Background: an optimization exercise with open tools, aiming at small area. Do not read the settings as production practice.
The RTL was checked by simulation tests, not by an equivalence proof against the original design.
Power figures rest on the tool's default switching activity, not on a simulated workload.

==> flow/design.v <==
`timescale 1ns / 1ps
module D_FF(Clk  , reset, D    , Q);
    input D, Clk, reset;
    output reg Q;
    always @(posedge Clk or negedge reset)
        if (~reset)
            begin
                Q <= 1'b0;
            end 
        else
            begin
                Q <= D;
            end
endmodule 
`timescale 1ns / 1ps
module Register16b(Clk  ,     reset,      In,Out);
    input [15:0] In;
    input Clk, reset;
    output [15:0] Out;
    D_FF    DFF [15:0] (Clk  , reset, In    , Out);
endmodule
`timescale 1ns / 1ps
module Decoder_3to8(E     ,X        ,Z);
    input E;
    input [2:0] X;
    output [7:0] Z;
    and A0(Z[0],E,~X[2],~X[1],~X[0]);
    and A1(Z[1],E,~X[2],~X[1], X[0]);
    and A2(Z[2],E,~X[2], X[1],~X[0]);
    and A3(Z[3],E,~X[2], X[1], X[0]);
    and A4(Z[4],E, X[2],~X[1],~X[0]);
    and A5(Z[5],E, X[2],~X[1], X[0]);
    and A6(Z[6],E, X[2], X[1],~X[0]);
    and A7(Z[7],E, X[2], X[1], X[0]);
endmodule
`timescale 1ns / 1ps
module Decoder_4to16(E,X,Z);
    input E;
    input [3:0] X;
    output [15:0] Z;  
    not(X3not,X[3]);
    and(E1,X3not,E);
    and(E2,X[3],E);
    Decoder_3to8        DEC1        (E1     ,X[2:0]        ,Z[7:0]);
    Decoder_3to8        DEC2        (E2      ,X[2:0]        ,Z[15:8]);
endmodule
`timescale 1ns / 1ps
module Mux16bit_2to1(E     ,   S  , X1   , X0   , Z);
    input E, S;
    input [15:0] X1;
    input [15:0] X0;
    output [15:0] Z;
    wire Snot; 
    wire [15:0] A1;
    wire [15:0] A2; 
    not            n1(Snot,S);
    genvar i;
    generate
        for (i = 0; i < 16; i = i + 1) begin : bit_slice
            and a2  (A2[i],E,Snot,X0[i]);
            and a1  (A1[i],E,S,X1[i]);
            or  o1  (Z[i], A1[i], A2[i]);
        end
    endgenerate
endmodule
`timescale 1ns / 1ps
module Mux16bit_8to1(E     ,   S  , X0,X1,X2,X3,X4,X5,X6,X7, Z);
    input E;
    input [2:0] S;
    input [15:0] X0,X1,X2,X3,X4,X5,X6,X7;
    output [15:0] Z;
    wire [15:0] Z0,Z1, Z2, Z3, Z4,Z5;
    Mux16bit_2to1       MUX4        (E     ,   S[0]  , X1   , X0   , Z0); 
    Mux16bit_2to1       MUX3        (E     ,   S[0]  , X3   , X2   , Z1);
    Mux16bit_2to1       MUX2        (E     ,   S[0]  , X5   , X4   , Z2);     
    Mux16bit_2to1       MUX1        (E     ,   S[0]  , X7   , X6   , Z3);
    Mux16bit_2to1       MUX6        (E     ,   S[1]  , Z1   , Z0   , Z4);
    Mux16bit_2to1       MUX5        (E     ,   S[1]  , Z3   , Z2   , Z5);
    Mux16bit_2to1       MUX7        (E     ,   S[2]  , Z5   , Z4   , Z);        
endmodule
`timescale 1ns / 1ps
module Mux16bit_16to1(E,S,X0,X1,X2,X3,X4,X5,X6,X7,X8,X9,X10,X11,X12,X13,X14,X15,Z);
    input E;
    input [3:0] S;
    input [15:0] X0,X1,X2,X3,X4,X5,X6,X7,X8,X9,X10,X11,X12,X13,X14,X15;
    output [15:0] Z;
    wire [15:0] Z1, Z2;
    Mux16bit_8to1       MUX1        (E,S[2:0],X0,X1,X2,X3,X4,X5,X6,X7,Z1);
    Mux16bit_8to1       MUX2        (E,S[2:0],X8,X9,X10,X11,X12,X13,X14,X15,Z2);
    Mux16bit_2to1       MUX3        (E     ,   S[3]  ,  Z2  , Z1   , Z);    
endmodule
`timescale 1ns / 1ps
module Reg_File16b(A,B,C,Aaddr,Baddr,Caddr,Load,Clear,Clk);
    output [15:0] A,B;
    input [15:0] C;
    input [3:0] Aaddr,Baddr,Caddr;
    input Load,Clear,Clk;
    reg ready;
    always @(posedge Clk or negedge Clear)
        if (~Clear) ready <= 1'b0;
        else        ready <= 1'b1;
    wire [15:0] we = Load ? (16'h0001 << Caddr) : 16'h0000;
    wire [15:0] asel = ready ? (16'h0001 << Aaddr) : 16'h0000;
    wire [15:0] bsel = ready ? (16'h0001 << Baddr) : 16'h0000;
    wire [255:0] q;
    genvar i;
    generate
        for (i = 0; i < 16; i = i + 1) begin : r
            wire keep = ~we[i] & ready;
            wire [15:0] nd;
            reg  [15:0] d;
            genvar k;
            for (k = 0; k < 16; k = k + 1) begin : b
                Rf_Ao22 m (we[i], C[k], keep, d[k], nd[k]);
            end
            always @(posedge Clk)
                d <= nd;
            assign q[16*i +: 16] = d;
        end
        for (i = 0; i < 16; i = i + 1) begin : rd
            wire [15:0] col;
            genvar k;
            for (k = 0; k < 16; k = k + 1) begin : c
                assign col[k] = q[16*k + i];
            end
            Rf_Read16 ra (.s(asel), .d(col), .y(A[i]));
            Rf_Read16 rb (.s(bsel), .d(col), .y(B[i]));
        end
    endgenerate
endmodule
module Rf_Read16(s, d, y);
    input [15:0] s, d;
    output y;
    wire [5:0] t;
    Rf_Aoi222 g0 (s[0],  d[0],  s[1],  d[1],  s[2],  d[2],  t[0]);
    Rf_Aoi222 g1 (s[3],  d[3],  s[4],  d[4],  s[5],  d[5],  t[1]);
    Rf_Aoi222 g2 (s[6],  d[6],  s[7],  d[7],  s[8],  d[8],  t[2]);
    Rf_Aoi222 g3 (s[9],  d[9],  s[10], d[10], s[11], d[11], t[3]);
    Rf_Aoi222 g4 (s[12], d[12], s[13], d[13], s[14], d[14], t[4]);
    Rf_Nand2  g5 (s[15], d[15], t[5]);
    Rf_Nand6  g6 (t, y);
endmodule
module Rf_Aoi222(a1, a2, b1, b2, c1, c2, y);
    input a1, a2, b1, b2, c1, c2;
    output y;
    assign y = ~((a1 & a2) | (b1 & b2) | (c1 & c2));
endmodule
module Rf_Ao22(a1, a2, b1, b2, y);
    input a1, a2, b1, b2;
    output y;
    assign y = (a1 & a2) | (b1 & b2);
endmodule
module Rf_Nand2(a, b, y);
    input a, b;
    output y;
    assign y = ~(a & b);
endmodule
module Rf_Nand6(t, y);
    input [5:0] t;
    output y;
    assign y = ~(&t);
endmodule
==> flow/config.mk <==
export PLATFORM = sky130hd
export DESIGN_NAME = Reg_File16b
export DESIGN_NICKNAME = Reg_File16b
export VERILOG_FILES = /design/flow/design.v
export SDC_FILE = /design/flow/constraint.sdc
export NUM_CORES = 4
export LEC_CHECK = 0
export CAP_MARGIN = 20
export CORE_MARGIN = 2
export CORE_UTILIZATION = 40
export SLEW_MARGIN = 20
export SYNTH_HIERARCHICAL = 1
==> flow/constraint.sdc <==
create_clock -name core_clock -period 5.0 [get_ports {Clk}]
set_input_delay 1.0000 -clock core_clock [delete_from_list [all_inputs] [get_ports {Clk}]]
set_output_delay 1.0000 -clock core_clock [all_outputs]
set_load 0.01 [all_outputs]
standard.sh (not shown) runs the stock make flow with config.mk's settings and CLKGATE_MAP_FILE= SYNTH_SCRIPT=/design/flow/synth_recipe.tcl, a recipe that flattens the netlist after the stock synthesis.
==> flow/flow/run.sh <==
#!/bin/bash
# The standard layout (the standard.sh, unchanged synthesis), with these
# changes: port buffers use the smallest buffer; the resizer may change a
# gate's drive strength even where the stronger cell has a different
# footprint (MATCH_CELL_FOOTPRINT=0), so weak high-fanout drivers are
# upsized instead of buffered; and the clock tree uses clkbuf_4 in clusters
# of at most 10 sinks within 40 um, without dummy balancing loads.
# ORFS writes each step's full log under orfs/logs/; make's own output goes
# to standard.log.
set -uo pipefail
bash standard.sh \
  'MATCH_CELL_FOOTPRINT=0' \
  'BUFFER_PORTS_ARGS=-buffer_cell sky130_fd_sc_hd__buf_1' \
  'CTS_ARGS=-sink_clustering_enable -repair_clock_nets -dont_use_dummy_load -buf_list sky130_fd_sc_hd__clkbuf_4 -sink_clustering_size 10 -sink_clustering_max_diameter 40' \
  finish > standard.log 2>&1
The starting point ran to the end with no violations.
Then changed:
--- a/flow/flow/run.sh
+++ b/flow/flow/run.sh
@@ -5,3 +5,4 @@
 # footprint (MATCH_CELL_FOOTPRINT=0), so weak high-fanout drivers are
-# upsized instead of buffered; and the clock tree uses clkbuf_4 in clusters
+# upsized instead of buffered; timing-driven global placement keeps none
+# of its trial repairs (GPL_KEEP_OVERFLOW=0); and the clock tree uses clkbuf_4 in clusters
 # of at most 10 sinks within 40 um, without dummy balancing loads.
@@ -12,2 +13,3 @@
   'MATCH_CELL_FOOTPRINT=0' \
+  'GPL_KEEP_OVERFLOW=0' \
   'BUFFER_PORTS_ARGS=-buffer_cell sky130_fd_sc_hd__buf_1' \
Non-clock buffer count grows by 7.
Global-route usage grows by 1.2 points.
Register-to-register slack is about the same.
Worst hold slack got worse by 49 ps.
Setup slack got worse by 230 ps.
Cell area grows by 2.9%.
Power grows by 0.86%.
Clock-buffer cell count is unchanged.
Then changed:
==> flow/flow/run.sh (replaced) <==
#!/bin/bash
# The standard layout (the standard.sh, unchanged synthesis), with two
# changes: port buffers use the smallest buffer, and the clock tree uses
# clkbuf_4 in clusters of at most 10 sinks within 40 um, without dummy
# balancing loads. ORFS writes each step's full log under orfs/logs/;
# make's own output goes to standard.log.
set -uo pipefail
bash standard.sh \
  'BUFFER_PORTS_ARGS=-buffer_cell sky130_fd_sc_hd__buf_1' \
  'CTS_ARGS=-sink_clustering_enable -repair_clock_nets -dont_use_dummy_load -buf_list sky130_fd_sc_hd__clkbuf_4 -sink_clustering_size 10 -sink_clustering_max_diameter 40' \
  finish > standard.log 2>&1
Outcome:
- The new run finished clean
- routed wire length came out lower by 2.2%
- die area is unchanged
- power came out lower by about 0.9%
- fmax came out higher by about 5%
- final area came out lower by 2.8%
- combinational power came out lower by about 5%

==> port drivers added, routing unchanged <==
The flow's constraints put no driver on any port. The routed layouts listed below were extracted and timed again, unchanged, in two steps.
Step 1 (the two cells are an assumption about what drives the block):
set clk [get_ports {Clk}]
set_driving_cell -lib_cell sky130_fd_sc_hd__clkbuf_16 $clk
set_driving_cell -lib_cell sky130_fd_sc_hd__buf_2 [delete_from_list [all_inputs] $clk]
Step 2 adds t to the input delays and takes it off the output delays; t is the mean of the earliest and latest rising clock arrival at the registers after step 1. Input paths then give back, and output paths get back, about the clock's delay inside the block.
a / b / c = ideal ports / drivers / drivers and shift; a / b = the first two.
| run | t (ns) | setup slack, ns | worst register clock-pin slew, ns |
|---|---|---|---|
| the first run | 0.673 | 0.399 / 0.354 / 0.645 | 0.12 / 0.12 |
| the second run | 0.682 | 0.171 / 0.125 / 0.349 | 0.11 / 0.11 |
| the third run | 0.673 | 0.399 / 0.354 / 0.645 | 0.12 / 0.12 |
After both steps every run listed still meets setup and hold.
